Source: an optimization exercise on an open RTL-to-GDS flow (aim: small area, a short achievable clock period and few clock cycles). Production flows keep margins and buffers that such runs may drop.
RTL that was checked went through simulation tests only; none was proved equivalent to the original.
Power figures rest on the tool's default switching activity, not on a simulated workload.

job 103:
Design mest_pro, start of the top module:
module mest_pro#(
    parameter OP_CODE_SIZE     = 4,
    parameter INSTRUCTION_SIZE = OP_CODE_SIZE + 8 + 8 + 8,
    parameter ROM_DEPTH = 65536
)(
    input clk,
    input i_reset_n,
    input i_start,
    output [$clog2(ROM_DEPTH)-1  :0] o_prog_counter,
    input [INSTRUCTION_SIZE-1    :0] i_instruction,
    output [8-1 :0] o_result,
    output o_valid_result,
    output o_carry,
    output o_zero_flag,
    output o_all_done
);
export LEC_CHECK = 0
export ABC_AREA = 1
export CAP_MARGIN = 20
export CORE_MARGIN = 2
export CORE_UTILIZATION = 60
export CTS_BUF_LIST = sky130_fd_sc_hd__clkbuf_8
export SETUP_SLACK_MARGIN = 2.97
export SLEW_MARGIN = 20
create_clock -name core_clock -period 5.0 [get_ports {clk}]
standard.sh (not shown) runs the stock make flow with config.mk's settings and CLKGATE_MAP_FILE= SYNTH_SCRIPT=/design/flow/synth_recipe.tcl, a recipe that flattens the netlist after the stock synthesis.
==> flow/flow/run.sh <==
#!/bin/bash
# Layout: the standard synthesis, then the standard ORFS steps with plain
# buffers (not delay cells) on the ports and free resizing.
set -euo pipefail
bash standard.sh synth > synth.log 2>&1
bash standard.sh BUFFER_PORTS_ARGS="-buffer_cell sky130_fd_sc_hd__buf_1" MATCH_CELL_FOOTPRINT=0 CTS_ARGS="-sink_clustering_enable -repair_clock_nets -buf_list sky130_fd_sc_hd__clkbuf_8 -dont_use_dummy_load" finish > layout.log 2>&1
Testbench counts of job 103, summed over its fixed seeds: cycles 7,274.
#### Input delta (job 104 over job 103)
diff --git a/flow/design.v b/flow/design.v
--- a/flow/design.v
+++ b/flow/design.v
@@ -45,42 +45,41 @@
 reg  [15:0] cy;
 integer i;
 always @(*)
 begin
     for (i = 0; i < 4; i = i + 1) begin
         cy[4*i]   = gc[i];
         cy[4*i+1] = gc[i] & pc[4*i];
         cy[4*i+2] = gc[i] & pc[4*i] & pc[4*i+1];
         cy[4*i+3] = gc[i] & pc[4*i] & pc[4*i+1] & pc[4*i+2];
     end
 end
 wire [15:0] pc_inc = pc ^ cy;
+wire [15:0] pc_seq = i_run ? pc_inc : {15'd0, i_start};
 always @(posedge clk or negedge i_reset_n)
 begin
     if (~i_reset_n) begin
         pc     <= 16'd0;
         ret_pc <= 16'd0;
     end else begin
         if (i_jmp)
             ret_pc <= pc;
-        if (~i_run)
-            pc <= {15'd0, i_start};
-        else if (i_jmp)
+        if (i_jmp)
             pc <= {8'd0, i_const_K};
         else if (i_ret)
             pc <= ret_pc;
         else if (i_halt)
             pc <= 16'd0;
         else
-            pc <= pc_inc;
+            pc <= pc_seq;
     end
 end
 assign o_prog_counter = pc;
 endmodule
 module mest_pro_decode(
     input  clk,
     input  i_reset_n,
     input  i_issue,
     input  [27:0] i_instr,
     output reg o_valid,
     output reg o_s0,
     output reg o_cin,
@@ -187,58 +186,58 @@
 wire p_44 = (p_28 & p_31) | (p_30 & (p_28 ^ p_31));
 wire p_45 = p_32 ^ p_35 ^ p_34;
 wire p_46 = (p_32 & p_35) | (p_34 & (p_32 ^ p_35));
 wire p_47 = (i_a[6] & i_bm[2]) ^ (i_a[5] & i_bm[3]);
 wire p_48 = (i_a[4] & i_bm[4]) ^ (i_a[3] & i_bm[5]);
 wire p_49 = (i_a[2] & i_bm[6]) ^ (i_a[1] & i_bm[7]);
 wire p_50 = ((i_a[7] & i_bm[1]) | i_y[8]) ^ p_24;
 wire p_51 = p_47 ^ p_48;
 wire p_52 = p_49 ^ p_22;
 wire p_53 = p_50 ^ p_51;
 wire p_54 = p_36 ^ p_52;
 wire p_55 = p_53 ^ p_54;
-reg [18:0] q;
+wire p_56 = p_38 ^ p_55;
+reg [17:0] q;
 reg v1;
 always @(posedge clk)
 begin
     q[0] <= p_1;
     q[1] <= p_3;
     q[2] <= p_7;
     q[3] <= p_13;
     q[4] <= p_12;
     q[5] <= p_14;
     q[6] <= p_39;
     q[7] <= p_26;
     q[8] <= p_41;
     q[9] <= p_40;
     q[10] <= p_33;
     q[11] <= p_43;
     q[12] <= p_42;
     q[13] <= p_37;
     q[14] <= p_45;
     q[15] <= p_44;
-    q[16] <= p_38;
-    q[17] <= p_55;
-    q[18] <= p_46;
+    q[16] <= p_56;
+    q[17] <= p_46;
 end
 wire s_1 = q[4] ^ q[5];
 wire s_2 = q[4] & q[5];
 wire s_3 = q[7] ^ q[8] ^ q[9];
 wire s_4 = (q[7] & q[8]) | (q[9] & (q[7] ^ q[8]));
 wire s_5 = q[10] ^ q[11] ^ q[12];
 wire s_6 = (q[10] & q[11]) | (q[12] & (q[10] ^ q[11]));
 wire s_7 = q[13] ^ q[14] ^ q[15];
 wire s_8 = (q[13] & q[14]) | (q[15] & (q[13] ^ q[14]));
-wire s_9 = q[16] ^ q[17] ^ q[18];
-wire s_10 = (q[16] & q[17]) | (q[18] & (q[16] ^ q[17]));
+wire s_9 = q[16] ^ q[17];
+wire s_10 = q[16] & q[17];
 wire [4:0] fx, fy;
 assign fx[0] = q[6];
 assign fx[1] = s_3;
 assign fx[2] = s_5;
 assign fx[3] = s_7;
 assign fx[4] = s_9;
 assign fy[0] = s_1;
 assign fy[1] = s_2;
 assign fy[2] = s_4;
 assign fy[3] = s_6;
 assign fy[4] = s_8;
 wire [4:0] ag = fx & fy;
Notes after the runs:
- Die area shrinks by a few percent when moving from job 103 to job 104.
- Job 104 was carried through to the last stage, and its layout satisfied the timing, design-rule and antenna checks.
- In summary, job 103 completed successfully, with a layout that passed the timing, design-rule and antenna checks.
- Between job 104 and job 103, it is job 104 whose async set or reset register ratio after synthesis is higher, by 0.45 points.
- Compared with job 103, job 104 is more frugal on power.
- Job 103 has a lower post-place setup slack than job 104.
- Job 104 reports its critical path startpoint as u_decode.o_s0 while job 103 reports u_fetch.pc[0].
- Row overall routed net length: job 104 lower / job 103 higher
- Job 104 — final non-filler cell area about 3.6% lower, job 103 as reference
Testbench counts of job 104, summed over its fixed seeds: cycles 7,274.

========
== run A ==
RTL: one of the versions met above, not the one the previous note started from.
Size: roughly 510 cells after synthesis, roughly 4500 um^2 of cells after synthesis.
==> module mest_pro_fetch, before the edit <==
module mest_pro_fetch(
    input  clk,
    input  i_reset_n,
    input  i_run,
    input  i_start,
    input  i_halt,
    input  i_jmp,
    input  i_ret,
    input  [7:0] i_const_K,
    output [15:0] o_prog_counter
);
reg [15:0] pc;
reg [15:0] ret_pc;
wire [3:0]  g  = {&pc[11:8], &pc[7:4], &pc[3:0], 1'b1};
wire [3:0]  gc = {g[3] & g[2] & g[1], g[2] & g[1], g[1], 1'b1};
reg  [15:0] cy;
integer i;
always @(*)
begin
    for (i = 0; i < 4; i = i + 1) begin
        cy[4*i]   = gc[i];
        cy[4*i+1] = gc[i] & pc[4*i];
        cy[4*i+2] = gc[i] & pc[4*i] & pc[4*i+1];
        cy[4*i+3] = gc[i] & pc[4*i] & pc[4*i+1] & pc[4*i+2];
    end
end
wire [15:0] pc_inc = pc ^ cy;
wire [15:0] pc_seq = i_run ? pc_inc : {15'd0, i_start};
always @(posedge clk or negedge i_reset_n)
begin
    if (~i_reset_n) begin
        pc     <= 16'd0;
        ret_pc <= 16'd0;
    end else begin
        if (i_jmp)
            ret_pc <= pc;
        if (i_jmp)
            pc <= {8'd0, i_const_K};
        else if (i_ret)
            pc <= ret_pc;
        else if (i_halt)
            pc <= 16'd0;
        else
            pc <= pc_seq;
    end
end
assign o_prog_counter = pc;
endmodule
Settings: LEC_CHECK=0, ABC_AREA=1, CAP_MARGIN=20, CORE_MARGIN=2, CORE_UTILIZATION=60, CTS_BUF_LIST=sky130_fd_sc_hd__clkbuf_8, SETUP_SLACK_MARGIN=3.0, SLEW_MARGIN=20; clock period 5.0 ns.
Scripts as last shown in full above: flow/flow/run.sh
Testbench counts of run A, summed over its fixed seeds: cycles 7,274.
> inputs changed (run A -> run B)
-- flow/design.v --
<<< run A, line 55
end
wire [15:0] pc_inc = pc ^ cy;
wire [15:0] pc_seq = i_run ? pc_inc : {15'd0, i_start};
always @(posedge clk or negedge i_reset_n)
begin
>>> run B, line 55
end
wire [15:0] pc_inc = pc ^ cy;
always @(posedge clk or negedge i_reset_n)
begin
<<< run A, line 64
        if (i_jmp)
            ret_pc <= pc;
        if (i_jmp)
            pc <= {8'd0, i_const_K};
        else if (i_ret)
>>> run B, line 63
        if (i_jmp)
            ret_pc <= pc;
        if (~i_run)
            pc <= {15'd0, i_start};
        else if (i_jmp)
            pc <= {8'd0, i_const_K};
        else if (i_ret)
<<< run A, line 71
            pc <= 16'd0;
        else
            pc <= pc_seq;
    end
end
>>> run B, line 72
            pc <= 16'd0;
        else
            pc <= pc_inc;
    end
end
Findings:
Compared with run A, run B shows half-perimeter wire length after detailed placement that has gone up by a few percent.
[diff] global-route wire length before repair, run B relative to run A: regression
Of run B and run A, the lower worst-case headroom to the max-slew limit belongs to run B.
Via count: run B and run A compared, higher one is run B
Between run A and run B, the cell count went up.
Compared with run A, count of non-CTS buffers in the layout in run B increased by a little under 10%.
In run B relative to run A, multi-input combinational cell count had gone up by a few percent.
Compared with run A, run B has less setup slack.
Compared with run A, run B shows synthesized cell count that has gone up by a few percent.
Route | run B vs run A | wire longer in run B
No functional check of the RTL was part of run B.

========
## run Z
mest_pro with an RTL version that a note above also has.
For scale: ~94 flip-flops, ~59 I/O pins, roughly 0.0046 mm² of cells after synthesis.
Settings: LEC_CHECK=0, CAP_MARGIN=20, CORE_MARGIN=2, CORE_UTILIZATION=60, CTS_BUF_LIST=sky130_fd_sc_hd__clkbuf_8, SETUP_SLACK_MARGIN=2.95, SLEW_MARGIN=20; clock period 5.0 ns.
Scripts as last shown in full above: flow/flow/run.sh
Testbench counts of run Z, summed over its fixed seeds: cycles 7,274.
Input-level comparison between run M and run Z:
--- a/flow/design.v
+++ b/flow/design.v
@@ -45,42 +45,41 @@
 reg  [15:0] cy;
 integer i;
 always @(*)
 begin
     for (i = 0; i < 4; i = i + 1) begin
         cy[4*i]   = gc[i];
         cy[4*i+1] = gc[i] & pc[4*i];
         cy[4*i+2] = gc[i] & pc[4*i] & pc[4*i+1];
         cy[4*i+3] = gc[i] & pc[4*i] & pc[4*i+1] & pc[4*i+2];
     end
 end
 wire [15:0] pc_inc = pc ^ cy;
+wire [15:0] pc_seq = i_run ? pc_inc : {15'd0, i_start};
 always @(posedge clk or negedge i_reset_n)
 begin
     if (~i_reset_n) begin
         pc     <= 16'd0;
         ret_pc <= 16'd0;
     end else begin
         if (i_jmp)
             ret_pc <= pc;
-        if (~i_run)
-            pc <= {15'd0, i_start};
-        else if (i_jmp)
+        if (i_jmp)
             pc <= {8'd0, i_const_K};
         else if (i_ret)
             pc <= ret_pc;
         else if (i_halt)
             pc <= 16'd0;
         else
-            pc <= pc_inc;
+            pc <= pc_seq;
     end
 end
 assign o_prog_counter = pc;
 endmodule
 module mest_pro_decode(
     input  clk,
     input  i_reset_n,
     input  i_issue,
     input  [27:0] i_instr,
     output reg o_valid,
     output reg o_s0,
     output reg o_cin,
@@ -187,58 +186,58 @@
 wire p_44 = (p_28 & p_31) | (p_30 & (p_28 ^ p_31));
 wire p_45 = p_32 ^ p_35 ^ p_34;
 wire p_46 = (p_32 & p_35) | (p_34 & (p_32 ^ p_35));
 wire p_47 = (i_a[6] & i_bm[2]) ^ (i_a[5] & i_bm[3]);
 wire p_48 = (i_a[4] & i_bm[4]) ^ (i_a[3] & i_bm[5]);
 wire p_49 = (i_a[2] & i_bm[6]) ^ (i_a[1] & i_bm[7]);
 wire p_50 = ((i_a[7] & i_bm[1]) | i_y[8]) ^ p_24;
 wire p_51 = p_47 ^ p_48;
 wire p_52 = p_49 ^ p_22;
 wire p_53 = p_50 ^ p_51;
 wire p_54 = p_36 ^ p_52;
 wire p_55 = p_53 ^ p_54;
-reg [18:0] q;
+wire p_56 = p_38 ^ p_55;
+reg [17:0] q;
 reg v1;
 always @(posedge clk)
 begin
     q[0] <= p_1;
     q[1] <= p_3;
     q[2] <= p_7;
     q[3] <= p_13;
     q[4] <= p_12;
     q[5] <= p_14;
     q[6] <= p_39;
     q[7] <= p_26;
     q[8] <= p_41;
     q[9] <= p_40;
     q[10] <= p_33;
     q[11] <= p_43;
     q[12] <= p_42;
     q[13] <= p_37;
     q[14] <= p_45;
     q[15] <= p_44;
-    q[16] <= p_38;
-    q[17] <= p_55;
-    q[18] <= p_46;
+    q[16] <= p_56;
+    q[17] <= p_46;
 end
 wire s_1 = q[4] ^ q[5];
 wire s_2 = q[4] & q[5];
 wire s_3 = q[7] ^ q[8] ^ q[9];
 wire s_4 = (q[7] & q[8]) | (q[9] & (q[7] ^ q[8]));
 wire s_5 = q[10] ^ q[11] ^ q[12];
 wire s_6 = (q[10] & q[11]) | (q[12] & (q[10] ^ q[11]));
 wire s_7 = q[13] ^ q[14] ^ q[15];
 wire s_8 = (q[13] & q[14]) | (q[15] & (q[13] ^ q[14]));
-wire s_9 = q[16] ^ q[17] ^ q[18];
-wire s_10 = (q[16] & q[17]) | (q[18] & (q[16] ^ q[17]));
+wire s_9 = q[16] ^ q[17];
+wire s_10 = q[16] & q[17];
 wire [4:0] fx, fy;
 assign fx[0] = q[6];
 assign fx[1] = s_3;
 assign fx[2] = s_5;
 assign fx[3] = s_7;
 assign fx[4] = s_9;
 assign fy[0] = s_1;
 assign fy[1] = s_2;
 assign fy[2] = s_4;
 assign fy[3] = s_6;
 assign fy[4] = s_8;
 wire [4:0] ag = fx & fy;
==> results.txt <==
- Changes observed in run M relative to run Z: area of all sequential standard cells decreased by about 0.66% relative to the old numbers; synthesized instance count lost 5.9%.
- Area share of xor/xnor cells in the synthesized design across run M and run Z: no real change.
- In run M, post-synthesis net count is lower than in run Z.
- Classification of the worst setup path = reg -> reg: run M; classification of the worst setup path = in -> reg: run Z
- The final design area excluding fillers in run M sits about 1% below the value recorded for run Z.
- Part of the cycle the worst path needs, run M and run Z, lower one = run Z.
- Count of non-filler cells in the finished layout (higher): run Z
- Comparing run M and run Z, the higher combinational power is on run Z.
Testbench counts of run M, summed over its fixed seeds: cycles 7,274.

[static timing again, ports no longer ideal]
The flow's constraints put no driver on any port. The routed layouts listed below were extracted and timed again, unchanged, in two steps. Step 1, drivers: a clkbuf_16 drives clk and a buf_2 each remaining input, both assumed. Step 2, shift: input delay + t, output delay - t, t = (earliest + latest rising clock arrival at the registers) / 2. This alone moves slack from input paths to output paths. a / b / c = ideal ports / drivers / drivers and shift; a / b = the first two.
| run | shift t [ns] | setup slack, ns | worst data-port slew with drivers (ns) |
|---|---|---|---|
| job 103 | 0.372 | 2.979 / 2.946 / 2.725 | 0.03 |
| job 104 | 0.364 | 3.021 / 3.018 / 2.694 | 0.03 |
| run A | 0.366 | 3.037 / 3.033 / 2.733 | 0.04 |
| run B | 0.368 | 2.957 / 2.957 / 2.637 | 0.03 |
| run Z | 0.373 | 2.985 / 2.987 / 2.614 | 0.04 |
| run M | 0.368 | 2.842 / 2.842 / 2.692 | 0.04 |
After both steps every run listed still meets setup and hold. The setup slack of run Z, which loses most, moves by +0.002 ns with the drivers and by -0.371 ns with both steps.
